Context: an optimization exercise on an open-source flow, tuned for small area and a short achievable clock period. The choices shown serve that exercise and are no tape-out recipe.
No functional check of the RTL was part of this run.
Power and IR drop assume default switching activity.

`design/flow/config.mk`:
```
export PLATFORM = sky130hd
export DESIGN_NAME = mac5
export DESIGN_NICKNAME = mac5
export VERILOG_FILES = /design/flow/design.v
export SDC_FILE = /design/flow/constraint.sdc
export NUM_CORES = 4
export LEC_CHECK = 0
export ABC_CLOCK_PERIOD_IN_PS = 1000
export CAP_MARGIN = 20
export CORE_MARGIN = 2
export CORE_UTILIZATION = 40
export SETUP_SLACK_MARGIN = 4.5
export SLEW_MARGIN = 20
export SYNTH_HIERARCHICAL = 1
export SYNTH_MINIMUM_KEEP_SIZE = 0
```
`design/flow/flow/run.sh`:
```
#!/bin/bash
# Standard layout, with port buffers of a plain buffer cell, sizing not held to
# the cells' footprints, and a clock tree without dummy loads.
bash standard.sh MATCH_CELL_FOOTPRINT=0 \
  BUFFER_PORTS_ARGS="-buffer_cell sky130_fd_sc_hd__buf_1" \
  CTS_ARGS="-sink_clustering_enable -repair_clock_nets -dont_use_dummy_load -sink_clustering_size 30 -sink_clustering_max_diameter 60" \
  finish > standard.log 2>&1
```
`design/flow/design.v`:
```
module mac5 #(parameter WIDTH=32)
   (input logic [(WIDTH/2)-1:0] a,
    input logic [(WIDTH/2)-1:0] b,
    input logic               clk, reset,
    output logic [WIDTH-1:0]  out);
   logic [15:0] ra;
   logic [7:0] bneg, bone, btwo;
   logic rb15;
   wire [16:0] bx = {b, 1'b0};
   logic f;
   logic q2_0_0;
   logic q2_1_0;
   logic q2_2_0;
   logic q2_3_0;
   logic q2_3_1;
   logic q2_3_2;
   logic q2_4_0;
   logic q2_4_1;
   logic q2_5_0;
   logic q2_5_1;
   logic q2_6_0;
   logic q2_6_1;
   logic q2_7_0;
   logic q2_7_1;
   logic q2_8_0;
   logic q2_8_1;
   logic q2_9_0;
   logic q2_9_1;
   logic q2_10_0;
   logic q2_10_1;
   logic q2_11_0;
   logic q2_11_1;
   logic q2_11_2;
   logic q2_11_3;
   logic q2_12_0;
   logic q2_12_1;
   logic q2_12_2;
   logic q2_13_0;
   logic q2_13_1;
   logic q2_13_2;
   logic q2_14_0;
   logic q2_14_1;
   logic q2_14_2;
   logic q2_15_0;
   logic q2_15_1;
   logic q2_15_2;
   logic q2_16_0;
   logic q2_16_1;
   logic q2_16_2;
   logic q2_16_3;
   logic q2_17_0;
   logic q2_17_1;
   logic q2_17_2;
   logic q2_17_3;
   logic q2_18_0;
   logic q2_18_1;
   logic q2_18_2;
   logic q2_18_3;
   logic q2_19_0;
   logic q2_19_1;
   logic q2_19_2;
   logic q2_19_3;
   logic q2_20_0;
   logic q2_20_1;
   logic q2_20_2;
   logic q2_20_3;
   logic q2_21_0;
   logic q2_21_1;
   logic q2_21_2;
   logic q2_21_3;
   logic q2_22_0;
   logic q2_22_1;
   logic q2_23_0;
   logic q2_23_1;
   logic q2_23_2;
   logic q2_24_0;
   logic q2_24_1;
   logic q2_24_2;
   logic q2_25_0;
   logic q2_25_1;
   logic q2_25_2;
   logic q2_26_0;
   logic q2_26_1;
   logic q2_26_2;
   logic q2_27_0;
   logic q2_27_1;
   logic q2_27_2;
   logic q2_28_0;
   logic q2_29_0;
   logic q2_29_1;
   logic q2_30_0;
   logic q2_30_1;
   logic q2_31_0;
   logic q2_31_1;
   wire p1 = ~(((bone[0] & ra[0])) ^ bneg[0]);
   wire p2 = ~(((bone[0] & ra[1]) | (btwo[0] & ra[0])) ^ bneg[0]);
   wire p3 = ~(((bone[0] & ra[2]) | (btwo[0] & ra[1])) ^ bneg[0]);
   wire p4 = ~(((bone[0] & ra[3]) | (btwo[0] & ra[2])) ^ bneg[0]);
   wire p5 = ~(((bone[0] & ra[4]) | (btwo[0] & ra[3])) ^ bneg[0]);
   wire p6 = ~(((bone[0] & ra[5]) | (btwo[0] & ra[4])) ^ bneg[0]);
   wire p7 = ~(((bone[0] & ra[6]) | (btwo[0] & ra[5])) ^ bneg[0]);
   wire p8 = ~(((bone[0] & ra[7]) | (btwo[0] & ra[6])) ^ bneg[0]);
   wire p9 = ~(((bone[0] & ra[8]) | (btwo[0] & ra[7])) ^ bneg[0]);
   wire p10 = ~(((bone[0] & ra[9]) | (btwo[0] & ra[8])) ^ bneg[0]);
   wire p11 = ~(((bone[0] & ra[10]) | (btwo[0] & ra[9])) ^ bneg[0]);
   wire p12 = ~(((bone[0] & ra[11]) | (btwo[0] & ra[10])) ^ bneg[0]);
   wire p13 = ~(((bone[0] & ra[12]) | (btwo[0] & ra[11])) ^ bneg[0]);
   wire p14 = ~(((bone[0] & ra[13]) | (btwo[0] & ra[12])) ^ bneg[0]);
   wire p15 = ~(((bone[0] & ra[14]) | (btwo[0] & ra[13])) ^ bneg[0]);
   wire p16 = ~(((bone[0] & ra[15]) | (btwo[0] & ra[14])) ^ bneg[0]);
   wire p17 = ~(((btwo[0] & ra[15])) ^ bneg[0]);
   wire p18 = ~bneg[0];
   wire p19 = bneg[0];
   wire p20 = ~(((bone[1] & ra[0])) ^ bneg[1]);
   wire p21 = ~(((bone[1] & ra[1]) | (btwo[1] & ra[0])) ^ bneg[1]);
   wire p22 = ~(((bone[1] & ra[2]) | (btwo[1] & ra[1])) ^ bneg[1]);
   wire p23 = ~(((bone[1] & ra[3]) | (btwo[1] & ra[2])) ^ bneg[1]);
   wire p24 = ~(((bone[1] & ra[4]) | (btwo[1] & ra[3])) ^ bneg[1]);
   wire p25 = ~(((bone[1] & ra[5]) | (btwo[1] & ra[4])) ^ bneg[1]);
   wire p26 = ~(((bone[1] & ra[6]) | (btwo[1] & ra[5])) ^ bneg[1]);
   wire p27 = ~(((bone[1] & ra[7]) | (btwo[1] & ra[6])) ^ bneg[1]);
   wire p28 = ~(((bone[1] & ra[8]) | (btwo[1] & ra[7])) ^ bneg[1]);
   wire p29 = ~(((bone[1] & ra[9]) | (btwo[1] & ra[8])) ^ bneg[1]);
   wire p30 = ~(((bone[1] & ra[10]) | (btwo[1] & ra[9])) ^ bneg[1]);
   wire p31 = ~(((bone[1] & ra[11]) | (btwo[1] & ra[10])) ^ bneg[1]);
   wire p32 = ~(((bone[1] & ra[12]) | (btwo[1] & ra[11])) ^ bneg[1]);
   wire p33 = ~(((bone[1] & ra[13]) | (btwo[1] & ra[12])) ^ bneg[1]);
   wire p34 = ~(((bone[1] & ra[14]) | (btwo[1] & ra[13])) ^ bneg[1]);
   wire p35 = ~(((bone[1] & ra[15]) | (btwo[1] & ra[14])) ^ bneg[1]);
   wire p36 = ~(((btwo[1] & ra[15])) ^ bneg[1]);
   wire p37 = ~bneg[1];
   wire p38 = bneg[1];
   wire p39 = ~(((bone[2] & ra[0])) ^ bneg[2]);
   wire p40 = ~(((bone[2] & ra[1]) | (btwo[2] & ra[0])) ^ bneg[2]);
   wire p41 = ~(((bone[2] & ra[2]) | (btwo[2] & ra[1])) ^ bneg[2]);
   wire p42 = ~(((bone[2] & ra[3]) | (btwo[2] & ra[2])) ^ bneg[2]);
   wire p43 = ~(((bone[2] & ra[4]) | (btwo[2] & ra[3])) ^ bneg[2]);
   wire p44 = ~(((bone[2] & ra[5]) | (btwo[2] & ra[4])) ^ bneg[2]);
   wire p45 = ~(((bone[2] & ra[6]) | (btwo[2] & ra[5])) ^ bneg[2]);
   wire p46 = ~(((bone[2] & ra[7]) | (btwo[2] & ra[6])) ^ bneg[2]);
   wire p47 = ~(((bone[2] & ra[8]) | (btwo[2] & ra[7])) ^ bneg[2]);
   wire p48 = ~(((bone[2] & ra[9]) | (btwo[2] & ra[8])) ^ bneg[2]);
   wire p49 = ~(((bone[2] & ra[10]) | (btwo[2] & ra[9])) ^ bneg[2]);
   wire p50 = ~(((bone[2] & ra[11]) | (btwo[2] & ra[10])) ^ bneg[2]);
   wire p51 = ~(((bone[2] & ra[12]) | (btwo[2] & ra[11])) ^ bneg[2]);
   wire p52 = ~(((bone[2] & ra[13]) | (btwo[2] & ra[12])) ^ bneg[2]);
   wire p53 = ~(((bone[2] & ra[14]) | (btwo[2] & ra[13])) ^ bneg[2]);
   wire p54 = ~(((bone[2] & ra[15]) | (btwo[2] & ra[14])) ^ bneg[2]);
   wire p55 = ~(((btwo[2] & ra[15])) ^ bneg[2]);
   wire p56 = ~bneg[2];
   wire p57 = bneg[2];
   wire p58 = ~(((bone[3] & ra[0])) ^ bneg[3]);
   wire p59 = ~(((bone[3] & ra[1]) | (btwo[3] & ra[0])) ^ bneg[3]);
   wire p60 = ~(((bone[3] & ra[2]) | (btwo[3] & ra[1])) ^ bneg[3]);
   wire p61 = ~(((bone[3] & ra[3]) | (btwo[3] & ra[2])) ^ bneg[3]);
   wire p62 = ~(((bone[3] & ra[4]) | (btwo[3] & ra[3])) ^ bneg[3]);
   wire p63 = ~(((bone[3] & ra[5]) | (btwo[3] & ra[4])) ^ bneg[3]);
   wire p64 = ~(((bone[3] & ra[6]) | (btwo[3] & ra[5])) ^ bneg[3]);
   wire p65 = ~(((bone[3] & ra[7]) | (btwo[3] & ra[6])) ^ bneg[3]);
   wire p66 = ~(((bone[3] & ra[8]) | (btwo[3] & ra[7])) ^ bneg[3]);
   wire p67 = ~(((bone[3] & ra[9]) | (btwo[3] & ra[8])) ^ bneg[3]);
   wire p68 = ~(((bone[3] & ra[10]) | (btwo[3] & ra[9])) ^ bneg[3]);
   wire p69 = ~(((bone[3] & ra[11]) | (btwo[3] & ra[10])) ^ bneg[3]);
   wire p70 = ~(((bone[3] & ra[12]) | (btwo[3] & ra[11])) ^ bneg[3]);
   wire p71 = ~(((bone[3] & ra[13]) | (btwo[3] & ra[12])) ^ bneg[3]);
   wire p72 = ~(((bone[3] & ra[14]) | (btwo[3] & ra[13])) ^ bneg[3]);
   wire p73 = ~(((bone[3] & ra[15]) | (btwo[3] & ra[14])) ^ bneg[3]);
   wire p74 = ~(((btwo[3] & ra[15])) ^ bneg[3]);
   wire p75 = ~bneg[3];
   wire p76 = bneg[3];
   wire p77 = ~(((bone[4] & ra[0])) ^ bneg[4]);
   wire p78 = ~(((bone[4] & ra[1]) | (btwo[4] & ra[0])) ^ bneg[4]);
   wire p79 = ~(((bone[4] & ra[2]) | (btwo[4] & ra[1])) ^ bneg[4]);
   wire p80 = ~(((bone[4] & ra[3]) | (btwo[4] & ra[2])) ^ bneg[4]);
   wire p81 = ~(((bone[4] & ra[4]) | (btwo[4] & ra[3])) ^ bneg[4]);
   wire p82 = ~(((bone[4] & ra[5]) | (btwo[4] & ra[4])) ^ bneg[4]);
   wire p83 = ~(((bone[4] & ra[6]) | (btwo[4] & ra[5])) ^ bneg[4]);
   wire p84 = ~(((bone[4] & ra[7]) | (btwo[4] & ra[6])) ^ bneg[4]);
   wire p85 = ~(((bone[4] & ra[8]) | (btwo[4] & ra[7])) ^ bneg[4]);
   wire p86 = ~(((bone[4] & ra[9]) | (btwo[4] & ra[8])) ^ bneg[4]);
   wire p87 = ~(((bone[4] & ra[10]) | (btwo[4] & ra[9])) ^ bneg[4]);
   wire p88 = ~(((bone[4] & ra[11]) | (btwo[4] & ra[10])) ^ bneg[4]);
   wire p89 = ~(((bone[4] & ra[12]) | (btwo[4] & ra[11])) ^ bneg[4]);
   wire p90 = ~(((bone[4] & ra[13]) | (btwo[4] & ra[12])) ^ bneg[4]);
   wire p91 = ~(((bone[4] & ra[14]) | (btwo[4] & ra[13])) ^ bneg[4]);
   wire p92 = ~(((bone[4] & ra[15]) | (btwo[4] & ra[14])) ^ bneg[4]);
   wire p93 = ~(((btwo[4] & ra[15])) ^ bneg[4]);
   wire p94 = ~bneg[4];
   wire p95 = bneg[4];
   wire p96 = ~(((bone[5] & ra[0])) ^ bneg[5]);
   wire p97 = ~(((bone[5] & ra[1]) | (btwo[5] & ra[0])) ^ bneg[5]);
   wire p98 = ~(((bone[5] & ra[2]) | (btwo[5] & ra[1])) ^ bneg[5]);
   wire p99 = ~(((bone[5] & ra[3]) | (btwo[5] & ra[2])) ^ bneg[5]);
   wire p100 = ~(((bone[5] & ra[4]) | (btwo[5] & ra[3])) ^ bneg[5]);
   wire p101 = ~(((bone[5] & ra[5]) | (btwo[5] & ra[4])) ^ bneg[5]);
   wire p102 = ~(((bone[5] & ra[6]) | (btwo[5] & ra[5])) ^ bneg[5]);
   wire p103 = ~(((bone[5] & ra[7]) | (btwo[5] & ra[6])) ^ bneg[5]);
   wire p104 = ~(((bone[5] & ra[8]) | (btwo[5] & ra[7])) ^ bneg[5]);
   wire p105 = ~(((bone[5] & ra[9]) | (btwo[5] & ra[8])) ^ bneg[5]);
   wire p106 = ~(((bone[5] & ra[10]) | (btwo[5] & ra[9])) ^ bneg[5]);
   wire p107 = ~(((bone[5] & ra[11]) | (btwo[5] & ra[10])) ^ bneg[5]);
   wire p108 = ~(((bone[5] & ra[12]) | (btwo[5] & ra[11])) ^ bneg[5]);
   wire p109 = ~(((bone[5] & ra[13]) | (btwo[5] & ra[12])) ^ bneg[5]);
   wire p110 = ~(((bone[5] & ra[14]) | (btwo[5] & ra[13])) ^ bneg[5]);
   wire p111 = ~(((bone[5] & ra[15]) | (btwo[5] & ra[14])) ^ bneg[5]);
   wire p112 = ~(((btwo[5] & ra[15])) ^ bneg[5]);
   wire p113 = ~bneg[5];
   wire p114 = bneg[5];
   wire p115 = ~(((bone[6] & ra[0])) ^ bneg[6]);
   wire p116 = ~(((bone[6] & ra[1]) | (btwo[6] & ra[0])) ^ bneg[6]);
   wire p117 = ~(((bone[6] & ra[2]) | (btwo[6] & ra[1])) ^ bneg[6]);
   wire p118 = ~(((bone[6] & ra[3]) | (btwo[6] & ra[2])) ^ bneg[6]);
   wire p119 = ~(((bone[6] & ra[4]) | (btwo[6] & ra[3])) ^ bneg[6]);
   wire p120 = ~(((bone[6] & ra[5]) | (btwo[6] & ra[4])) ^ bneg[6]);
   wire p121 = ~(((bone[6] & ra[6]) | (btwo[6] & ra[5])) ^ bneg[6]);
   wire p122 = ~(((bone[6] & ra[7]) | (btwo[6] & ra[6])) ^ bneg[6]);
   wire p123 = ~(((bone[6] & ra[8]) | (btwo[6] & ra[7])) ^ bneg[6]);
   wire p124 = ~(((bone[6] & ra[9]) | (btwo[6] & ra[8])) ^ bneg[6]);
   wire p125 = ~(((bone[6] & ra[10]) | (btwo[6] & ra[9])) ^ bneg[6]);
   wire p126 = ~(((bone[6] & ra[11]) | (btwo[6] & ra[10])) ^ bneg[6]);
   wire p127 = ~(((bone[6] & ra[12]) | (btwo[6] & ra[11])) ^ bneg[6]);
   wire p128 = ~(((bone[6] & ra[13]) | (btwo[6] & ra[12])) ^ bneg[6]);
   wire p129 = ~(((bone[6] & ra[14]) | (btwo[6] & ra[13])) ^ bneg[6]);
   wire p130 = ~(((bone[6] & ra[15]) | (btwo[6] & ra[14])) ^ bneg[6]);
   wire p131 = ~(((btwo[6] & ra[15])) ^ bneg[6]);
   wire p132 = ~bneg[6];
   wire p133 = bneg[6];
   wire p134 = ~(((bone[7] & ra[0])) ^ bneg[7]);
   wire p135 = ~(((bone[7] & ra[1]) | (btwo[7] & ra[0])) ^ bneg[7]);
   wire p136 = ~(((bone[7] & ra[2]) | (btwo[7] & ra[1])) ^ bneg[7]);
   wire p137 = ~(((bone[7] & ra[3]) | (btwo[7] & ra[2])) ^ bneg[7]);
   wire p138 = ~(((bone[7] & ra[4]) | (btwo[7] & ra[3])) ^ bneg[7]);
   wire p139 = ~(((bone[7] & ra[5]) | (btwo[7] & ra[4])) ^ bneg[7]);
   wire p140 = ~(((bone[7] & ra[6]) | (btwo[7] & ra[5])) ^ bneg[7]);
   wire p141 = ~(((bone[7] & ra[7]) | (btwo[7] & ra[6])) ^ bneg[7]);
   wire p142 = ~(((bone[7] & ra[8]) | (btwo[7] & ra[7])) ^ bneg[7]);
   wire p143 = ~(((bone[7] & ra[9]) | (btwo[7] & ra[8])) ^ bneg[7]);
   wire p144 = ~(((bone[7] & ra[10]) | (btwo[7] & ra[9])) ^ bneg[7]);
   wire p145 = ~(((bone[7] & ra[11]) | (btwo[7] & ra[10])) ^ bneg[7]);
   wire p146 = ~(((bone[7] & ra[12]) | (btwo[7] & ra[11])) ^ bneg[7]);
   wire p147 = ~(((bone[7] & ra[13]) | (btwo[7] & ra[12])) ^ bneg[7]);
   wire p148 = ~(((bone[7] & ra[14]) | (btwo[7] & ra[13])) ^ bneg[7]);
   wire p149 = ~(((bone[7] & ra[15]) | (btwo[7] & ra[14])) ^ bneg[7]);
   wire p150 = ~(((btwo[7] & ra[15])) ^ bneg[7]);
   wire p151 = ~bneg[7];
   wire p152 = bneg[7];
   wire p153 = ~(ra[0] & rb15);
   wire p154 = ~(ra[1] & rb15);
   wire p155 = ~(ra[2] & rb15);
   wire p156 = ~(ra[3] & rb15);
   wire p157 = ~(ra[4] & rb15);
   wire p158 = ~(ra[5] & rb15);
   wire p159 = ~(ra[6] & rb15);
   wire p160 = ~(ra[7] & rb15);
   wire p161 = ~(ra[8] & rb15);
   wire p162 = ~(ra[9] & rb15);
   wire p163 = ~(ra[10] & rb15);
   wire p164 = ~(ra[11] & rb15);
   wire p165 = ~(ra[12] & rb15);
   wire p166 = ~(ra[13] & rb15);
   wire p167 = ~(ra[14] & rb15);
   wire p168 = ~(ra[15] & rb15);
   wire p169 = ~(out[0] & f);
   wire p170 = ~(out[1] & f);
   wire p171 = ~(out[2] & f);
   wire p172 = ~(out[3] & f);
   wire p173 = ~(out[4] & f);
   wire p174 = ~(out[5] & f);
   wire p175 = ~(out[6] & f);
   wire p176 = ~(out[7] & f);
   wire p177 = ~(out[8] & f);
   wire p178 = ~(out[9] & f);
   wire p179 = ~(out[10] & f);
   wire p180 = ~(out[11] & f);
   wire p181 = ~(out[12] & f);
   wire p182 = ~(out[13] & f);
   wire p183 = ~(out[14] & f);
   wire p184 = ~(out[15] & f);
   wire p185 = ~(out[16] & f);
   wire p186 = ~(out[17] & f);
   wire p187 = ~(out[18] & f);
   wire p188 = ~(out[19] & f);
   wire p189 = ~(out[20] & f);
   wire p190 = ~(out[21] & f);
   wire p191 = ~(out[22] & f);
   wire p192 = ~(out[23] & f);
   wire p193 = ~(out[24] & f);
   wire p194 = ~(out[25] & f);
   wire p195 = ~(out[26] & f);
   wire p196 = ~(out[27] & f);
   wire p197 = ~(out[28] & f);
   wire p198 = ~(out[29] & f);
   wire p199 = ~(out[30] & f);
   wire p200 = ~(out[31] & f);
   wire p201 = ~p19;
   wire p202 = ~p36;
   wire p203 = ~p55;
   wire p204 = ~p74;
   wire p205 = ~p93;
   wire p206 = ~p112;
   wire p207 = ~p131;
   wire p208 = ~p150;
   wire s209, c210;
   mac5_fa u_s209 (.a(p18), .b(p169), .c(p1), .s(s209), .co(c210));
   wire s211, c212;
   mac5_fa u_s211 (.a(p37), .b(p171), .c(p3), .s(s211), .co(c212));
   wire s213, c214;
   mac5_fa u_s213 (.a(p172), .b(p4), .c(p21), .s(s213), .co(c214));
   wire s215, c216;
   mac5_fa u_s215 (.a(p56), .b(p173), .c(p5), .s(s215), .co(c216));
   wire s217, c218;
   mac5_fa u_s217 (.a(p174), .b(p6), .c(p23), .s(s217), .co(c218));
   wire s219, c220;
   mac5_fa u_s219 (.a(p75), .b(p175), .c(p7), .s(s219), .co(c220));
   wire s221, c222;
   mac5_fa u_s221 (.a(p24), .b(p41), .c(p58), .s(s221), .co(c222));
   wire s223, c224;
   mac5_fa u_s223 (.a(p176), .b(p8), .c(p25), .s(s223), .co(c224));
   wire s225, c226;
   mac5_fa u_s225 (.a(p94), .b(p177), .c(p9), .s(s225), .co(c226));
   wire s227, c228;
   mac5_fa u_s227 (.a(p26), .b(p43), .c(p60), .s(s227), .co(c228));
   wire s229, c230;
   mac5_fa u_s229 (.a(p178), .b(p10), .c(p27), .s(s229), .co(c230));
   wire s231, c232;
   mac5_fa u_s231 (.a(p44), .b(p61), .c(p78), .s(s231), .co(c232));
   wire s233, c234;
   mac5_fa u_s233 (.a(p113), .b(p179), .c(p11), .s(s233), .co(c234));
   wire s235, c236;
   mac5_fa u_s235 (.a(p28), .b(p45), .c(p62), .s(s235), .co(c236));
   wire s237, c238;
   mac5_fa u_s237 (.a(p180), .b(p12), .c(p29), .s(s237), .co(c238));
   wire s239, c240;
   mac5_fa u_s239 (.a(p46), .b(p63), .c(p80), .s(s239), .co(c240));
   wire s241, c242;
   mac5_fa u_s241 (.a(p132), .b(p181), .c(p13), .s(s241), .co(c242));
   wire s243, c244;
   mac5_fa u_s243 (.a(p30), .b(p47), .c(p64), .s(s243), .co(c244));
   wire s245, c246;
   mac5_fa u_s245 (.a(p81), .b(p98), .c(p115), .s(s245), .co(c246));
   wire s247, c248;
   mac5_fa u_s247 (.a(p182), .b(p14), .c(p31), .s(s247), .co(c248));
   wire s249, c250;
   mac5_fa u_s249 (.a(p48), .b(p65), .c(p82), .s(s249), .co(c250));
   wire s251, c252;
   mac5_fa u_s251 (.a(p151), .b(p183), .c(p15), .s(s251), .co(c252));
   wire s253, c254;
   mac5_fa u_s253 (.a(p32), .b(p49), .c(p66), .s(s253), .co(c254));
   wire s255, c256;
   mac5_fa u_s255 (.a(p83), .b(p100), .c(p117), .s(s255), .co(c256));
   wire s257, c258;
   mac5_fa u_s257 (.a(p184), .b(p16), .c(p33), .s(s257), .co(c258));
   wire s259, c260;
   mac5_fa u_s259 (.a(p50), .b(p67), .c(p84), .s(s259), .co(c260));
   wire s261, c262;
   mac5_fa u_s261 (.a(p101), .b(p118), .c(p135), .s(s261), .co(c262));
   wire s263, c264;
   mac5_fa u_s263 (.a(p153), .b(p185), .c(p17), .s(s263), .co(c264));
   wire s265, c266;
   mac5_fa u_s265 (.a(p34), .b(p51), .c(p68), .s(s265), .co(c266));
   wire s267, c268;
   mac5_fa u_s267 (.a(p85), .b(p102), .c(p119), .s(s267), .co(c268));
   wire s269, c270;
   mac5_fa u_s269 (.a(p201), .b(p154), .c(p186), .s(s269), .co(c270));
   wire s271, c272;
   mac5_fa u_s271 (.a(p35), .b(p52), .c(p69), .s(s271), .co(c272));
   wire s273, c274;
   mac5_fa u_s273 (.a(p86), .b(p103), .c(p120), .s(s273), .co(c274));
   wire s275, c276;
   mac5_fa u_s275 (.a(p155), .b(p187), .c(p19), .s(s275), .co(c276));
   wire s277, c278;
   mac5_fa u_s277 (.a(p202), .b(p53), .c(p70), .s(s277), .co(c278));
   wire s279, c280;
   mac5_fa u_s279 (.a(p87), .b(p104), .c(p121), .s(s279), .co(c280));
   wire s281, c282;
   mac5_fa u_s281 (.a(p38), .b(p156), .c(p188), .s(s281), .co(c282));
   wire s283, c284;
   mac5_fa u_s283 (.a(p54), .b(p71), .c(p88), .s(s283), .co(c284));
   wire s285, c286;
   mac5_fa u_s285 (.a(p105), .b(p122), .c(p139), .s(s285), .co(c286));
   wire s287, c288;
   mac5_fa u_s287 (.a(p157), .b(p189), .c(p203), .s(s287), .co(c288));
   wire s289, c290;
   mac5_fa u_s289 (.a(p72), .b(p89), .c(p106), .s(s289), .co(c290));
   wire s291, c292;
   mac5_fa u_s291 (.a(p57), .b(p158), .c(p190), .s(s291), .co(c292));
   wire s293, c294;
   mac5_fa u_s293 (.a(p73), .b(p90), .c(p107), .s(s293), .co(c294));
   wire s295, c296;
   mac5_fa u_s295 (.a(p124), .b(p141), .c(p55), .s(s295), .co(c296));
   wire s297, c298;
   mac5_fa u_s297 (.a(p159), .b(p191), .c(p204), .s(s297), .co(c298));
   wire s299, c300;
   mac5_fa u_s299 (.a(p91), .b(p108), .c(p125), .s(s299), .co(c300));
   wire s301, c302;
   mac5_fa u_s301 (.a(p76), .b(p160), .c(p192), .s(s301), .co(c302));
   wire s303, c304;
   mac5_fa u_s303 (.a(p92), .b(p109), .c(p126), .s(s303), .co(c304));
   wire s305, c306;
   mac5_fa u_s305 (.a(p161), .b(p193), .c(p205), .s(s305), .co(c306));
   wire s307, c308;
   mac5_fa u_s307 (.a(p110), .b(p127), .c(p144), .s(s307), .co(c308));
   wire s309, c310;
   mac5_fa u_s309 (.a(p95), .b(p162), .c(p194), .s(s309), .co(c310));
   wire s311, c312;
   mac5_fa u_s311 (.a(p111), .b(p128), .c(p145), .s(s311), .co(c312));
   wire s313, c314;
   mac5_fa u_s313 (.a(p163), .b(p195), .c(p206), .s(s313), .co(c314));
   wire s315, c316;
   mac5_fa u_s315 (.a(p114), .b(p164), .c(p196), .s(s315), .co(c316));
   wire s317, c318;
   mac5_fa u_s317 (.a(p130), .b(p147), .c(p112), .s(s317), .co(c318));
   wire s319, c320;
   mac5_fa u_s319 (.a(p165), .b(p197), .c(p207), .s(s319), .co(c320));
   wire s321, c322;
   mac5_fa u_s321 (.a(p133), .b(p166), .c(p198), .s(s321), .co(c322));
   wire s323, c324;
   mac5_fa u_s323 (.a(p167), .b(p199), .c(p208), .s(s323), .co(c324));
   wire s325, c326;
   mac5_fa u_s325 (.a(p152), .b(p168), .c(p200), .s(s325), .co(c326));
   wire s327, c328;
   mac5_fa u_s327 (.a(p170), .b(p2), .c(c210), .s(s327), .co(c328));
   wire s329, c330;
   mac5_fa u_s329 (.a(p22), .b(p39), .c(c214), .s(s329), .co(c330));
   wire s331, c332;
   mac5_fa u_s331 (.a(p40), .b(c216), .c(s217), .s(s331), .co(c332));
   wire s333, c334;
   mac5_fa u_s333 (.a(c218), .b(s219), .c(s221), .s(s333), .co(c334));
   wire s335, c336;
   mac5_fa u_s335 (.a(p42), .b(p59), .c(c220), .s(s335), .co(c336));
   wire s337, c338;
   mac5_fa u_s337 (.a(p77), .b(c224), .c(s225), .s(s337), .co(c338));
   wire s339, c340;
   mac5_fa u_s339 (.a(c226), .b(c228), .c(s229), .s(s339), .co(c340));
   wire s341, c342;
   mac5_fa u_s341 (.a(p79), .b(p96), .c(c230), .s(s341), .co(c342));
   wire s343, c344;
   mac5_fa u_s343 (.a(c232), .b(s233), .c(s235), .s(s343), .co(c344));
   wire s345, c346;
   mac5_fa u_s345 (.a(p97), .b(c234), .c(c236), .s(s345), .co(c346));
   wire s347, c348;
   mac5_fa u_s347 (.a(c238), .b(c240), .c(s241), .s(s347), .co(c348));
   wire s349, c350;
   mac5_fa u_s349 (.a(p99), .b(p116), .c(c242), .s(s349), .co(c350));
   wire s351, c352;
   mac5_fa u_s351 (.a(c244), .b(c246), .c(s247), .s(s351), .co(c352));
   wire s353, c354;
   mac5_fa u_s353 (.a(p134), .b(c248), .c(c250), .s(s353), .co(c354));
   wire s355, c356;
   mac5_fa u_s355 (.a(s251), .b(s253), .c(s255), .s(s355), .co(c356));
   wire s357, c358;
   mac5_fa u_s357 (.a(c252), .b(c254), .c(c256), .s(s357), .co(c358));
   wire s359, c360;
   mac5_fa u_s359 (.a(s257), .b(s259), .c(s261), .s(s359), .co(c360));
   wire s361, c362;
   mac5_fa u_s361 (.a(p136), .b(c258), .c(c260), .s(s361), .co(c362));
   wire s363, c364;
   mac5_fa u_s363 (.a(c262), .b(s263), .c(s265), .s(s363), .co(c364));
   wire s365, c366;
   mac5_fa u_s365 (.a(p137), .b(s269), .c(c264), .s(s365), .co(c366));
   wire s367, c368;
   mac5_fa u_s367 (.a(c266), .b(c268), .c(s271), .s(s367), .co(c368));
   wire s369, c370;
   mac5_fa u_s369 (.a(c270), .b(p138), .c(s275), .s(s369), .co(c370));
   wire s371, c372;
   mac5_fa u_s371 (.a(c272), .b(c274), .c(s277), .s(s371), .co(c372));
   wire s373, c374;
   mac5_fa u_s373 (.a(c276), .b(p36), .c(s281), .s(s373), .co(c374));
   wire s375, c376;
   mac5_fa u_s375 (.a(c278), .b(c280), .c(s283), .s(s375), .co(c376));
   wire s377, c378;
   mac5_fa u_s377 (.a(c282), .b(p123), .c(p140), .s(s377), .co(c378));
   wire s379, c380;
   mac5_fa u_s379 (.a(c284), .b(c286), .c(s287), .s(s379), .co(c380));
   wire s381, c382;
   mac5_fa u_s381 (.a(s291), .b(c288), .c(c290), .s(s381), .co(c382));
   wire s383, c384;
   mac5_fa u_s383 (.a(c292), .b(p142), .c(c294), .s(s383), .co(c384));
   wire s385, c386;
   mac5_fa u_s385 (.a(c296), .b(s297), .c(s299), .s(s385), .co(c386));
   wire s387, c388;
   mac5_fa u_s387 (.a(p143), .b(p74), .c(s301), .s(s387), .co(c388));
   wire s389, c390;
   mac5_fa u_s389 (.a(c298), .b(c300), .c(s303), .s(s389), .co(c390));
   wire s391, c392;
   mac5_fa u_s391 (.a(c302), .b(c304), .c(s305), .s(s391), .co(c392));
   wire s393, c394;
   mac5_fa u_s393 (.a(p93), .b(s309), .c(c306), .s(s393), .co(c394));
   wire s395, c396;
   mac5_fa u_s395 (.a(c310), .b(p129), .c(p146), .s(s395), .co(c396));
   wire s397, c398;
   mac5_fa u_s397 (.a(s315), .b(c314), .c(s317), .s(s397), .co(c398));
   wire s399, c400;
   mac5_fa u_s399 (.a(c316), .b(p148), .c(c318), .s(s399), .co(c400));
   wire s401, c402;
   mac5_fa u_s401 (.a(p149), .b(p131), .c(s321), .s(s401), .co(c402));
   wire s403, c404;
   mac5_fa u_s403 (.a(p150), .b(s325), .c(c324), .s(s403), .co(c404));
   wire s405, c406;
   mac5_fa u_s405 (.a(p20), .b(s211), .c(c328), .s(s405), .co(c406));
   wire s407, c408;
   mac5_fa u_s407 (.a(c222), .b(s223), .c(s335), .s(s407), .co(c408));
   wire s409, c410;
   mac5_fa u_s409 (.a(s227), .b(c336), .c(s337), .s(s409), .co(c410));
   wire s411, c412;
   mac5_fa u_s411 (.a(s231), .b(c338), .c(s339), .s(s411), .co(c412));
   wire s413, c414;
   mac5_fa u_s413 (.a(s341), .b(c340), .c(s343), .s(s413), .co(c414));
   wire s415, c416;
   mac5_fa u_s415 (.a(s237), .b(s239), .c(c342), .s(s415), .co(c416));
   wire s417, c418;
   mac5_fa u_s417 (.a(s243), .b(s245), .c(c346), .s(s417), .co(c418));
   wire s419, c420;
   mac5_fa u_s419 (.a(s249), .b(s349), .c(c348), .s(s419), .co(c420));
   wire s421, c422;
   mac5_fa u_s421 (.a(c350), .b(s353), .c(c352), .s(s421), .co(c422));
   wire s423, c424;
   mac5_fa u_s423 (.a(c354), .b(s357), .c(c356), .s(s423), .co(c424));
   wire s425, c426;
   mac5_fa u_s425 (.a(s267), .b(c358), .c(s361), .s(s425), .co(c426));
   wire s427, c428;
   mac5_fa u_s427 (.a(s273), .b(c362), .c(s365), .s(s427), .co(c428));
   wire s429, c430;
   mac5_fa u_s429 (.a(s279), .b(s369), .c(c366), .s(s429), .co(c430));
   wire s431, c432;
   mac5_fa u_s431 (.a(c370), .b(s285), .c(s373), .s(s431), .co(c432));
   wire s433, c434;
   mac5_fa u_s433 (.a(c374), .b(s377), .c(s289), .s(s433), .co(c434));
   wire s435, c436;
   mac5_fa u_s435 (.a(c378), .b(s293), .c(s295), .s(s435), .co(c436));
   wire s437, c438;
   mac5_fa u_s437 (.a(c382), .b(s383), .c(s385), .s(s437), .co(c438));
   wire s439, c440;
   mac5_fa u_s439 (.a(s387), .b(c384), .c(c386), .s(s439), .co(c440));
   wire s441, c442;
   mac5_fa u_s441 (.a(c388), .b(s307), .c(c390), .s(s441), .co(c442));
   wire s443, c444;
   mac5_fa u_s443 (.a(c308), .b(s311), .c(s393), .s(s443), .co(c444));
   wire s445, c446;
   mac5_fa u_s445 (.a(c312), .b(s395), .c(s313), .s(s445), .co(c446));
   wire s447, c448;
   mac5_fa u_s447 (.a(s319), .b(s399), .c(c398), .s(s447), .co(c448));
   wire s449, c450;
   mac5_fa u_s449 (.a(c320), .b(s401), .c(c400), .s(s449), .co(c450));
   wire s451, c452;
   mac5_fa u_s451 (.a(c322), .b(c402), .c(s323), .s(s451), .co(c452));
   wire s453, c454;
   mac5_xn u_s453 (.a(q2_11_0), .b(q2_11_1), .y(s453));
   mac5_or u_c454 (.a(q2_11_0), .b(q2_11_1), .y(c454));
   wire s455, c456;
   mac5_xn u_s455 (.a(q2_12_0), .b(q2_12_1), .y(s455));
   mac5_or u_c456 (.a(q2_12_0), .b(q2_12_1), .y(c456));
   wire s457, c458;
   mac5_xn u_s457 (.a(q2_13_0), .b(q2_13_1), .y(s457));
   mac5_or u_c458 (.a(q2_13_0), .b(q2_13_1), .y(c458));
   wire s459, c460;
   mac5_xn u_s459 (.a(q2_14_0), .b(q2_14_1), .y(s459));
   mac5_or u_c460 (.a(q2_14_0), .b(q2_14_1), .y(c460));
   wire s461, c462;
   mac5_xn u_s461 (.a(q2_15_0), .b(q2_15_1), .y(s461));
   mac5_or u_c462 (.a(q2_15_0), .b(q2_15_1), .y(c462));
   wire s463, c464;
   mac5_fa u_s463 (.a(q2_16_0), .b(q2_16_1), .c(q2_16_2), .s(s463), .co(c464));
   wire s465, c466;
   mac5_fa u_s465 (.a(q2_17_0), .b(q2_17_1), .c(q2_17_2), .s(s465), .co(c466));
   wire s467, c468;
   mac5_fa u_s467 (.a(q2_18_0), .b(q2_18_1), .c(q2_18_2), .s(s467), .co(c468));
   wire s469, c470;
   mac5_fa u_s469 (.a(q2_19_0), .b(q2_19_1), .c(q2_19_2), .s(s469), .co(c470));
   wire s471, c472;
   mac5_fa u_s471 (.a(q2_20_0), .b(q2_20_1), .c(q2_20_2), .s(s471), .co(c472));
   wire s473, c474;
   mac5_fa u_s473 (.a(q2_21_0), .b(q2_21_1), .c(q2_21_2), .s(s473), .co(c474));
   wire s475, c476;
   mac5_xn u_s475 (.a(q2_3_0), .b(q2_3_1), .y(s475));
   mac5_or u_c476 (.a(q2_3_0), .b(q2_3_1), .y(c476));
   wire s477, c478;
   mac5_xn u_s477 (.a(q2_4_0), .b(q2_4_1), .y(s477));
   mac5_or u_c478 (.a(q2_4_0), .b(q2_4_1), .y(c478));
   wire s479, c480;
   mac5_xn u_s479 (.a(q2_5_0), .b(q2_5_1), .y(s479));
   mac5_or u_c480 (.a(q2_5_0), .b(q2_5_1), .y(c480));
   wire s481, c482;
   mac5_xn u_s481 (.a(q2_6_0), .b(q2_6_1), .y(s481));
   mac5_or u_c482 (.a(q2_6_0), .b(q2_6_1), .y(c482));
   wire s483, c484;
   mac5_xn u_s483 (.a(q2_7_0), .b(q2_7_1), .y(s483));
   mac5_or u_c484 (.a(q2_7_0), .b(q2_7_1), .y(c484));
   wire s485, c486;
   mac5_xn u_s485 (.a(q2_8_0), .b(q2_8_1), .y(s485));
   mac5_or u_c486 (.a(q2_8_0), .b(q2_8_1), .y(c486));
   wire s487, c488;
   mac5_xn u_s487 (.a(q2_9_0), .b(q2_9_1), .y(s487));
   mac5_or u_c488 (.a(q2_9_0), .b(q2_9_1), .y(c488));
   wire s489, c490;
   mac5_xn u_s489 (.a(q2_10_0), .b(q2_10_1), .y(s489));
   mac5_or u_c490 (.a(q2_10_0), .b(q2_10_1), .y(c490));
   wire s491, c492;
   mac5_fa u_s491 (.a(q2_11_2), .b(q2_11_3), .c(s453), .s(s491), .co(c492));
   wire s493, c494;
   mac5_fa u_s493 (.a(q2_12_2), .b(s455), .c(c454), .s(s493), .co(c494));
   wire s495, c496;
   mac5_fa u_s495 (.a(q2_13_2), .b(s457), .c(c456), .s(s495), .co(c496));
   wire s497, c498;
   mac5_fa u_s497 (.a(q2_14_2), .b(s459), .c(c458), .s(s497), .co(c498));
   wire s499, c500;
   mac5_fa u_s499 (.a(q2_15_2), .b(s461), .c(c460), .s(s499), .co(c500));
   wire s501, c502;
   mac5_fa u_s501 (.a(q2_16_3), .b(c462), .c(s463), .s(s501), .co(c502));
   wire s503, c504;
   mac5_fa u_s503 (.a(q2_17_3), .b(c464), .c(s465), .s(s503), .co(c504));
   wire s505, c506;
   mac5_fa u_s505 (.a(q2_18_3), .b(c466), .c(s467), .s(s505), .co(c506));
   wire s507, c508;
   mac5_fa u_s507 (.a(q2_19_3), .b(c468), .c(s469), .s(s507), .co(c508));
   wire s509, c510;
   mac5_fa u_s509 (.a(q2_20_3), .b(c470), .c(s471), .s(s509), .co(c510));
   wire s511, c512;
   mac5_fa u_s511 (.a(q2_21_3), .b(c472), .c(s473), .s(s511), .co(c512));
   wire s513, c514;
   mac5_fa u_s513 (.a(q2_22_0), .b(q2_22_1), .c(c474), .s(s513), .co(c514));
   wire s515, c516;
   mac5_fa u_s515 (.a(q2_23_0), .b(q2_23_1), .c(q2_23_2), .s(s515), .co(c516));
   wire s517, c518;
   mac5_fa u_s517 (.a(q2_24_0), .b(q2_24_1), .c(q2_24_2), .s(s517), .co(c518));
   wire s519, c520;
   mac5_fa u_s519 (.a(q2_25_0), .b(q2_25_1), .c(q2_25_2), .s(s519), .co(c520));
   wire s521, c522;
   mac5_fa u_s521 (.a(q2_26_0), .b(q2_26_1), .c(q2_26_2), .s(s521), .co(c522));
   wire s523, c524;
   mac5_fa u_s523 (.a(q2_27_0), .b(q2_27_1), .c(q2_27_2), .s(s523), .co(c524));
   wire [31:0] sx = {q2_31_0, q2_30_0, q2_29_0, q2_28_0, s523, s521, s519, s517, s515, s513, s511, s509, s507, s505, s503, s501, s499, s497, s495, s493, s491, s489, s487, s485, s483, s481, s479, s477, s475, q2_2_0, q2_1_0, q2_0_0};
   wire [31:0] sy = {q2_31_1, q2_30_1, q2_29_1, c524, c522, c520, c518, c516, c514, c512, c510, c508, c506, c504, c502, c500, c498, c496, c494, c492, c490, c488, c486, c484, c482, c480, c478, c476, q2_3_2, 1'b1, 1'b1, 1'b1};
   wire [31:0] sp = sx ^ sy, sg = sx & sy;
   wire lG1 = sg[0] | (sp[0] & 1'b1);
   wire lG2 = sg[2] | (sp[2] & sg[1]);
   wire lP2 = sp[2] & sp[1];
   wire lG3 = sg[4] | (sp[4] & sg[3]);
   wire lP3 = sp[4] & sp[3];
   wire lG4 = sg[6] | (sp[6] & sg[5]);
   wire lP4 = sp[6] & sp[5];
   wire lG5 = sg[1] | (sp[1] & lG1);
   wire lG6 = lG2 | (lP2 & lG1);
   wire lG7 = sg[5] | (sp[5] & lG3);
   wire lP7 = sp[5] & lP3;
   wire lG8 = lG4 | (lP4 & lG3);
   wire lP8 = lP4 & lP3;
   wire lG9 = sg[3] | (sp[3] & lG6);
   wire lG10 = lG3 | (lP3 & lG6);
   wire lG11 = lG7 | (lP7 & lG6);
   wire lG12 = lG8 | (lP8 & lG6);
   wire lG13 = sg[7] | (sp[7] & lG12);
   logic q3_lo0;
   logic q3_lo1;
   logic q3_lo2;
   logic q3_lo3;
   logic q3_lo4;
   logic q3_lo5;
   logic q3_lo6;
   logic q3_lo7;
   logic q3_ck;
   logic [31:8] q3_p, q3_g;
   wire hG1 = q3_g[8] | (q3_p[8] & q3_ck);
   wire hG2 = q3_g[10] | (q3_p[10] & q3_g[9]);
   wire hP2 = q3_p[10] & q3_p[9];
   wire hG3 = q3_g[12] | (q3_p[12] & q3_g[11]);
   wire hP3 = q3_p[12] & q3_p[11];
   wire hG4 = q3_g[14] | (q3_p[14] & q3_g[13]);
   wire hP4 = q3_p[14] & q3_p[13];
   wire hG5 = q3_g[16] | (q3_p[16] & q3_g[15]);
   wire hP5 = q3_p[16] & q3_p[15];
   wire hG6 = q3_g[18] | (q3_p[18] & q3_g[17]);
   wire hP6 = q3_p[18] & q3_p[17];
   wire hG7 = q3_g[20] | (q3_p[20] & q3_g[19]);
   wire hP7 = q3_p[20] & q3_p[19];
   wire hG8 = q3_g[22] | (q3_p[22] & q3_g[21]);
   wire hP8 = q3_p[22] & q3_p[21];
   wire hG9 = q3_g[24] | (q3_p[24] & q3_g[23]);
   wire hP9 = q3_p[24] & q3_p[23];
   wire hG10 = q3_g[26] | (q3_p[26] & q3_g[25]);
   wire hP10 = q3_p[26] & q3_p[25];
   wire hG11 = q3_g[28] | (q3_p[28] & q3_g[27]);
   wire hP11 = q3_p[28] & q3_p[27];
   wire hG12 = q3_g[30] | (q3_p[30] & q3_g[29]);
   wire hP12 = q3_p[30] & q3_p[29];
   wire hG13 = q3_g[9] | (q3_p[9] & hG1);
   wire hG14 = hG2 | (hP2 & hG1);
   wire hG15 = q3_g[13] | (q3_p[13] & hG3);
   wire hP15 = q3_p[13] & hP3;
   wire hG16 = hG4 | (hP4 & hG3);
   wire hP16 = hP4 & hP3;
   wire hG17 = q3_g[17] | (q3_p[17] & hG5);
   wire hP17 = q3_p[17] & hP5;
   wire hG18 = hG6 | (hP6 & hG5);
   wire hP18 = hP6 & hP5;
   wire hG19 = q3_g[21] | (q3_p[21] & hG7);
   wire hP19 = q3_p[21] & hP7;
   wire hG20 = hG8 | (hP8 & hG7);
   wire hP20 = hP8 & hP7;
   wire hG21 = q3_g[25] | (q3_p[25] & hG9);
   wire hP21 = q3_p[25] & hP9;
   wire hG22 = hG10 | (hP10 & hG9);
   wire hP22 = hP10 & hP9;
   wire hG23 = q3_g[29] | (q3_p[29] & hG11);
   wire hP23 = q3_p[29] & hP11;
   wire hG24 = hG12 | (hP12 & hG11);
   wire hP24 = hP12 & hP11;
   wire hG25 = q3_g[11] | (q3_p[11] & hG14);
   wire hG26 = hG3 | (hP3 & hG14);
   wire hG27 = hG15 | (hP15 & hG14);
   wire hG28 = hG16 | (hP16 & hG14);
   wire hG29 = q3_g[19] | (q3_p[19] & hG18);
   wire hP29 = q3_p[19] & hP18;
   wire hG30 = hG7 | (hP7 & hG18);
   wire hP30 = hP7 & hP18;
   wire hG31 = hG19 | (hP19 & hG18);
   wire hP31 = hP19 & hP18;
   wire hG32 = hG20 | (hP20 & hG18);
   wire hP32 = hP20 & hP18;
   wire hG33 = q3_g[27] | (q3_p[27] & hG22);
   wire hP33 = q3_p[27] & hP22;
   wire hG34 = hG11 | (hP11 & hG22);
   wire hP34 = hP11 & hP22;
   wire hG35 = hG23 | (hP23 & hG22);
   wire hP35 = hP23 & hP22;
   wire hG36 = hG24 | (hP24 & hG22);
   wire hP36 = hP24 & hP22;
   wire hG37 = q3_g[15] | (q3_p[15] & hG28);
   wire hG38 = hG5 | (hP5 & hG28);
   wire hG39 = hG17 | (hP17 & hG28);
   wire hG40 = hG18 | (hP18 & hG28);
   wire hG41 = hG29 | (hP29 & hG28);
   wire hG42 = hG30 | (hP30 & hG28);
   wire hG43 = hG31 | (hP31 & hG28);
   wire hG44 = hG32 | (hP32 & hG28);
   wire hG45 = q3_g[31] | (q3_p[31] & hG36);
   wire hP45 = q3_p[31] & hP36;
   wire hG46 = q3_g[23] | (q3_p[23] & hG44);
   wire hG47 = hG9 | (hP9 & hG44);
   wire hG48 = hG21 | (hP21 & hG44);
   wire hG49 = hG22 | (hP22 & hG44);
   wire hG50 = hG33 | (hP33 & hG44);
   wire hG51 = hG34 | (hP34 & hG44);
   wire hG52 = hG35 | (hP35 & hG44);
   wire hG53 = hG36 | (hP36 & hG44);
   wire hG54 = hG45 | (hP45 & hG44);
   wire [31:0] nsum = {~(q3_p[31] ^ hG53), ~(q3_p[30] ^ hG52), ~(q3_p[29] ^ hG51), ~(q3_p[28] ^ hG50), ~(q3_p[27] ^ hG49), ~(q3_p[26] ^ hG48), ~(q3_p[25] ^ hG47), ~(q3_p[24] ^ hG46), ~(q3_p[23] ^ hG44), ~(q3_p[22] ^ hG43), ~(q3_p[21] ^ hG42), ~(q3_p[20] ^ hG41), ~(q3_p[19] ^ hG40), ~(q3_p[18] ^ hG39), ~(q3_p[17] ^ hG38), ~(q3_p[16] ^ hG37), ~(q3_p[15] ^ hG28), ~(q3_p[14] ^ hG27), ~(q3_p[13] ^ hG26), ~(q3_p[12] ^ hG25), ~(q3_p[11] ^ hG14), ~(q3_p[10] ^ hG13), ~(q3_p[9] ^ hG1), ~(q3_p[8] ^ q3_ck), q3_lo7, q3_lo6, q3_lo5, q3_lo4, q3_lo3, q3_lo2, q3_lo1, q3_lo0};
   always @(posedge clk) begin
      q3_lo0 <= ~(sp[0] ^ 1'b1);
      q3_lo1 <= ~(sp[1] ^ lG1);
      q3_lo2 <= ~(sp[2] ^ lG5);
      q3_lo3 <= ~(sp[3] ^ lG6);
      q3_lo4 <= ~(sp[4] ^ lG9);
      q3_lo5 <= ~(sp[5] ^ lG10);
      q3_lo6 <= ~(sp[6] ^ lG11);
      q3_lo7 <= ~(sp[7] ^ lG12);
      q3_ck <= lG13;
      q3_p <= sp[31:8];
      q3_g <= sg[31:8];
   end
   always @(posedge clk or negedge reset)
     if (!reset) f <= 1'b0;
     else f <= 1'b1;
   always @(posedge clk) begin
      ra <= a;
      bneg[0] <= bx[2];
      bone[0] <= bx[1] ^ bx[0];
      btwo[0] <= (bx[2] & ~bx[1] & ~bx[0]) | (~bx[2] & bx[1] & bx[0]);
      bneg[1] <= bx[4];
      bone[1] <= bx[3] ^ bx[2];
      btwo[1] <= (bx[4] & ~bx[3] & ~bx[2]) | (~bx[4] & bx[3] & bx[2]);
      bneg[2] <= bx[6];
      bone[2] <= bx[5] ^ bx[4];
      btwo[2] <= (bx[6] & ~bx[5] & ~bx[4]) | (~bx[6] & bx[5] & bx[4]);
      bneg[3] <= bx[8];
      bone[3] <= bx[7] ^ bx[6];
      btwo[3] <= (bx[8] & ~bx[7] & ~bx[6]) | (~bx[8] & bx[7] & bx[6]);
      bneg[4] <= bx[10];
      bone[4] <= bx[9] ^ bx[8];
      btwo[4] <= (bx[10] & ~bx[9] & ~bx[8]) | (~bx[10] & bx[9] & bx[8]);
      bneg[5] <= bx[12];
      bone[5] <= bx[11] ^ bx[10];
      btwo[5] <= (bx[12] & ~bx[11] & ~bx[10]) | (~bx[12] & bx[11] & bx[10]);
      bneg[6] <= bx[14];
      bone[6] <= bx[13] ^ bx[12];
      btwo[6] <= (bx[14] & ~bx[13] & ~bx[12]) | (~bx[14] & bx[13] & bx[12]);
      bneg[7] <= bx[16];
      bone[7] <= bx[15] ^ bx[14];
      btwo[7] <= (bx[16] & ~bx[15] & ~bx[14]) | (~bx[16] & bx[15] & bx[14]);
      rb15 <= b[15];
      q2_0_0 <= s209;
      q2_1_0 <= s327;
      q2_2_0 <= s405;
      q2_3_0 <= c212;
      q2_3_1 <= s213;
      q2_3_2 <= c406;
      q2_4_0 <= s215;
      q2_4_1 <= s329;
      q2_5_0 <= c330;
      q2_5_1 <= s331;
      q2_6_0 <= c332;
      q2_6_1 <= s333;
      q2_7_0 <= s407;
      q2_7_1 <= c334;
      q2_8_0 <= s409;
      q2_8_1 <= c408;
      q2_9_0 <= s411;
      q2_9_1 <= c410;
      q2_10_0 <= s413;
      q2_10_1 <= c412;
      q2_11_0 <= s415;
      q2_11_1 <= s345;
      q2_11_2 <= c344;
      q2_11_3 <= c414;
      q2_12_0 <= s417;
      q2_12_1 <= s347;
      q2_12_2 <= c416;
      q2_13_0 <= s419;
      q2_13_1 <= s351;
      q2_13_2 <= c418;
      q2_14_0 <= s421;
      q2_14_1 <= s355;
      q2_14_2 <= c420;
      q2_15_0 <= s423;
      q2_15_1 <= s359;
      q2_15_2 <= c422;
      q2_16_0 <= s425;
      q2_16_1 <= c360;
      q2_16_2 <= s363;
      q2_16_3 <= c424;
      q2_17_0 <= s427;
      q2_17_1 <= c364;
      q2_17_2 <= s367;
      q2_17_3 <= c426;
      q2_18_0 <= s429;
      q2_18_1 <= c368;
      q2_18_2 <= s371;
      q2_18_3 <= c428;
      q2_19_0 <= s431;
      q2_19_1 <= c372;
      q2_19_2 <= s375;
      q2_19_3 <= c430;
      q2_20_0 <= s433;
      q2_20_1 <= c376;
      q2_20_2 <= s379;
      q2_20_3 <= c432;
      q2_21_0 <= s435;
      q2_21_1 <= s381;
      q2_21_2 <= c380;
      q2_21_3 <= c434;
      q2_22_0 <= s437;
      q2_22_1 <= c436;
      q2_23_0 <= s439;
      q2_23_1 <= s389;
      q2_23_2 <= c438;
      q2_24_0 <= s441;
      q2_24_1 <= s391;
      q2_24_2 <= c440;
      q2_25_0 <= s443;
      q2_25_1 <= c392;
      q2_25_2 <= c442;
      q2_26_0 <= s445;
      q2_26_1 <= c394;
      q2_26_2 <= c444;
      q2_27_0 <= c396;
      q2_27_1 <= s397;
      q2_27_2 <= c446;
      q2_28_0 <= s447;
      q2_29_0 <= s449;
      q2_29_1 <= c448;
      q2_30_0 <= s451;
      q2_30_1 <= c450;
      q2_31_0 <= s403;
      q2_31_1 <= c452;
      out <= nsum;
   end
endmodule
module mac5_fa (input logic a, b, c, output logic s, co);
   assign s = a ^ b ^ c;
   assign co = (a & b) | (a & c) | (b & c);
endmodule
module mac5_xn (input logic a, b, output logic y);
   assign y = ~(a ^ b);
endmodule
module mac5_or (input logic a, b, output logic y);
   assign y = a | b;
endmodule
```
`design/flow/standard.sh`:
```
#!/bin/bash
# synth_recipe.tcl (not shown) runs the flow's synth.tcl, then flattens the netlist and writes it again
# the make line also repeats each setting of config.mk as NAME=value (left out here)
make -C /OpenROAD-flow-scripts/flow DESIGN_CONFIG=/design/flow/config.mk WORK_HOME=/design/flow/orfs CLKGATE_MAP_FILE= SYNTH_SCRIPT=/design/flow/synth_recipe.tcl "${@:-finish}"
```
`design/flow/constraint.sdc`:
```
create_clock -name core_clock -period 7.0 [get_ports {clk}]
set_input_delay 1.4000 -clock core_clock [delete_from_list [all_inputs] [get_ports {clk}]]
set_output_delay 1.4000 -clock core_clock [all_outputs]
set_load 0.01 [all_outputs]
```
==> summary.txt <==
[report_power, final]
| group | total, mW | switching [mW] | internal [mW] | leakage (nW) |
|---|---|---|---|---|
| Clock | 0.847 | 0.393 | 0.453 | 0.222 |
| Combinational | 2.30 | 1.19 | 1.12 | 2.60 |
| Sequential | 2.25 | 0.419 | 1.83 | 1.81 |
[cell type report]
cell class / count / area [um2] / area share (%)
Multi-Input combinational cell: 660 / 6780 / 54.2
Sequential cell: 213 / 4390 / 35.1
Tap cell: 378 / 473 / 3.78
Clock buffer: 18 / 450 / 3.60
Timing Repair Buffer: 68 / 285 / 2.28
Inverter: 29 / 131 / 1.05
[layer usage]
layer | vias to the layer above | track usage (%) | part of all wire (%)
met2 | 240 | 29.0 | 48
met5 | - | 0 | 0
met3 | 26 | 2.31 | 5.5
met1 | 3562 | 24.9 | 45
met4 | 0 | 4.31 | 1.4
li1 | 3235 | - | -
[cell families after synthesis]
group / Yosys count / share of synthesized area (%)
compound gates: 166 / 10.7
flops: 213 / 37.3
simple gates: 138 / 5.83
fa+ha+maj: 179 / 29.2
xor+xnor: 174 / 13.3
mux: 2 / 0.186
other cells: 1 / 0.0328
buf+inv: 106 / 3.49
[registers in the layout, summed over array words and instances (netlist names), 8 cells and up]
register,count
out,32
q3_p,24
q3_g,23
ra,16
bneg,8
bone,8
btwo,8
[modules after synthesis (local to each module, per instance)]
module / cells / cell area [um2] / times used
mac5: 808 / 8340 / 1
mac5_fa: 1 / 20.0 / 145
mac5_xn: 1 / 8.76 / 13
mac5_or: 1 / 6.26 / 13
[how the worst min path moves through the flow]
stage	to	slack, ns	depth (start not counted)
floorplan	out[0]$_DFF_P_	0.31	0
global placement	out[2]$_DFF_P_	0.31	0
detailed placement	out[7]$_DFF_P_	0.31	0
CTS	out[6]$_DFF_P_	0.33	0
global route	out[6]$_DFF_P_	0.34	0
finish	out[6]$_DFF_P_	0.32	0
[through the flow]
| stage | hold WS (ns) | cells | total power [mW] |
|---|---|---|---|
| 2_1_floorplan | 0.310 | 979 | 3.83 |
| 3_3_place_gp | 0.310 | 1346 | 4.51 |
| 3_5_place_dp | 0.312 | 1346 | 4.62 |
| 4_1_cts | 0.325 | 1364 | 5.50 |
| 5_1_grt | 0.335 | 1366 | 5.98 |
| 6_report | 0.324 | 1366 | 5.40 |
[cells in the final DEF, fill, tap and decap left out, types with 7 or more instances in the layout]
master,instances
nand2b_1,13
a21oi_1,11
nand2_1,69
buf_1,63
a22oi_1,119
or2_1,13
inv_4,7
dfxtp_4,30
xnor2_1,156
dfxtp_2,10
nand3b_1,7
dfxtp_1,172
clkbuf_16,18
fa_1,146
xor2_1,18
ha_1,33
nor2_1,14
o21ai_0,9
inv_1,21
[what timing repair did]
action,CTS,global route
endpoints found under the setup margin,52,19
resized for setup,65,26
buffers inserted,0,2
==> impl_summary.log <==
INFO  metric cts_sinks = 213
INFO  metric crit_family = flip-flops
INFO  metric rrSetupSlack = 4.57 ns
INFO  metric timing.hold.worst.class = reg -> reg
INFO  metric post_synth_main_area_contributors = dfxtp_1, fa_1, xnor2_1
INFO  metric worstPathRequired = 5.60 ns
INFO  metric worst-slew-pin-transition = 0.506 ns
INFO  metric clock_latency = 0.49 ns
INFO  metric timing_hold_violations_final = 0
INFO  metric diodes = 0
INFO  metric dp.final_hpwl = just under 20000 um
INFO  metric timing.critical_path.arrival = 1.06 ns
INFO  metric cp_max_fo = 2
INFO  metric cap_violations = 0
INFO  metric cpMaxStageDelayCell = dfxtp_1
INFO  metric drt-vias-per-instance = just over 5
INFO  metric setup.worst_path.start_class = flop
INFO  metric firstDrtPassIters = 7
INFO  metric unrepaired_setup_endpoints_after_global_routing = true
INFO  metric async_reset_ff_share = less than 1%
INFO  metric synth.cell_area = about 0.011 mm2
INFO  metric layout.nets = 1203
INFO  metric max_freq = between 400 and 500 MHz
INFO  metric gr-usage-all-layers = about 18%
INFO  metric post-route-period-util = 35.2%
INFO  metric crit_type = reg -> out
INFO  metric route.final.wire_length = 26100 um
INFO  metric flow.area_growth_from_synthesis = 9.36%
INFO  metric worst_path_largest_cell_delay = 0.41 ns
INFO  metric tritoncts_clock_tree = done
INFO  metric synth_seq_cells = 213
INFO  metric initialDrtViolationCount = 618
INFO  metric syn-num-nets = approximately 1.2k
INFO  metric placement_cell_area = 0.0119 mm2
INFO  metric ctsLongestPathBuffers = 3
INFO  metric boundaryPins = 66
INFO  metric floorplan.die.width = 173 um
INFO  metric synthTopCellsByCount = dfxtp_1, xnor2_1, fa_1, a22oi_1, nand2_1
INFO  metric layout-drive-gt1-share = 8.30%
INFO  metric route.detailed.drc = 0
INFO  metric die-area = 0.0300 mm2
INFO  metric setup_violations = 0
INFO  metric peakVddDrop = approximately 0.20 mV
INFO  metric post_synth.cell_area_avg = 11.7 um2
INFO  metric crit_path_end = out[10]
INFO  metric cp_cell_sequence = clkbuf_2
INFO  metric clkTransAtPathRegs = 0.07 ns
INFO  metric cts_hold_repair.buffers = 0
INFO  metric timing.slew.headroom = between 60 and 70%
INFO  metric synth_sequential_area_ratio = about 37%
INFO  metric post_synth_inst_count = just under 1k
INFO  metric antenna_violating_nets_post_route = 0
INFO  metric setup.worst_path.end_class = output pin
INFO  metric final_util = 44.8%
INFO  metric synth_largest_type_area_fraction = 37.1%
INFO  metric status = no timing/DRC/antenna violations
INFO  metric yosysTopAreaCell = dfxtp_1
INFO  metric largest_net_degree_at_the_start_of_global_routing = 33
INFO  metric port_buffers = 65
INFO  metric netlist-cell-type-count = 48
INFO  metric final.fill_count = 2624
INFO  metric pre_cts_ws = 4.01 ns
INFO  metric cellPowerDensity = 432 mW/mm2
INFO  metric via_count = around 7k
INFO  metric power.leakage = 4.63 nW
INFO  metric num_rows = 61
INFO  metric route.detailed.wl_per_inst = 19.1 um
INFO  metric setup_slack = roughly 4.5 ns
INFO  metric die_h = 173 um
INFO  metric min_delay_startpoint = q3_lo6$_DFF_P_
INFO  metric wire_length_of_the_first_global_routing_pass = 41700 um
INFO  metric clock-root-buffer = clkbuf_16
INFO  metric finalWeightedCongestion = 0.836
INFO  metric setup.worst_path.start = out[10]$_DFF_P_
INFO  metric synth_warnings = 7
INFO  metric reg2reg_to = q2_22_0$_DFF_P_
INFO  metric htreeDepth = 1
INFO  metric timing.critical_path.buf_inv = 1
INFO  metric cts_buffer_count = 18
INFO  metric setup-tns-final = 0 ns
INFO  metric predominant_post_synthesis_flop_cell = dfxtp_1
INFO  metric worstRegToRegCells = 6
INFO  metric clock-skew-final = ~0.036 ns
INFO  metric finalMaxSlewViolations = 0
INFO  metric final_critical_path_time_including_i_o_delays_and_setup = around 2.5 ns
INFO  metric gr-total-overflow = 0
INFO  metric number_of_enable_flip_flop_cells_after_synthesis = 0
INFO  metric yosysMostFrequentCell = dfxtp_1
INFO  metric crit_cells = 1
INFO  metric core_area = 0.0279 mm2
INFO  metric design_area = 0.0125 mm2
INFO  metric grt_pass1_vias = approximately 7.5k
INFO  metric start_util = 41.0%
INFO  metric r2r-start = ra[15]$_DFF_P_
INFO  metric antenna_violations_before_repair = 0

re-timing with driven ports:
The flow's constraints put no driver on any port. The routed layout listed below was extracted and timed again, unchanged, in two steps. Step 1 sets driving cells, clkbuf_16 on the clock port and buf_2 on the other inputs (assumed; they add their load-dependent delay and slew). Step 2 moves the port delays by t, midway between the first and last clock arrival at a register: inputs arrive t later, outputs are due t later. That takes back most of the time a late clock gives input paths. Slacks: ideal / step 1 / step 2; pairs: ideal / step 1.
t (ns): 0.519
setup WS [ns]: 4.537 / 4.491 / 4.569
pins driven straight from the clock port: 1
After both steps this run still meets setup and hold. The setup slack of this run moves by -0.046 ns with the drivers and by +0.032 ns with both steps.
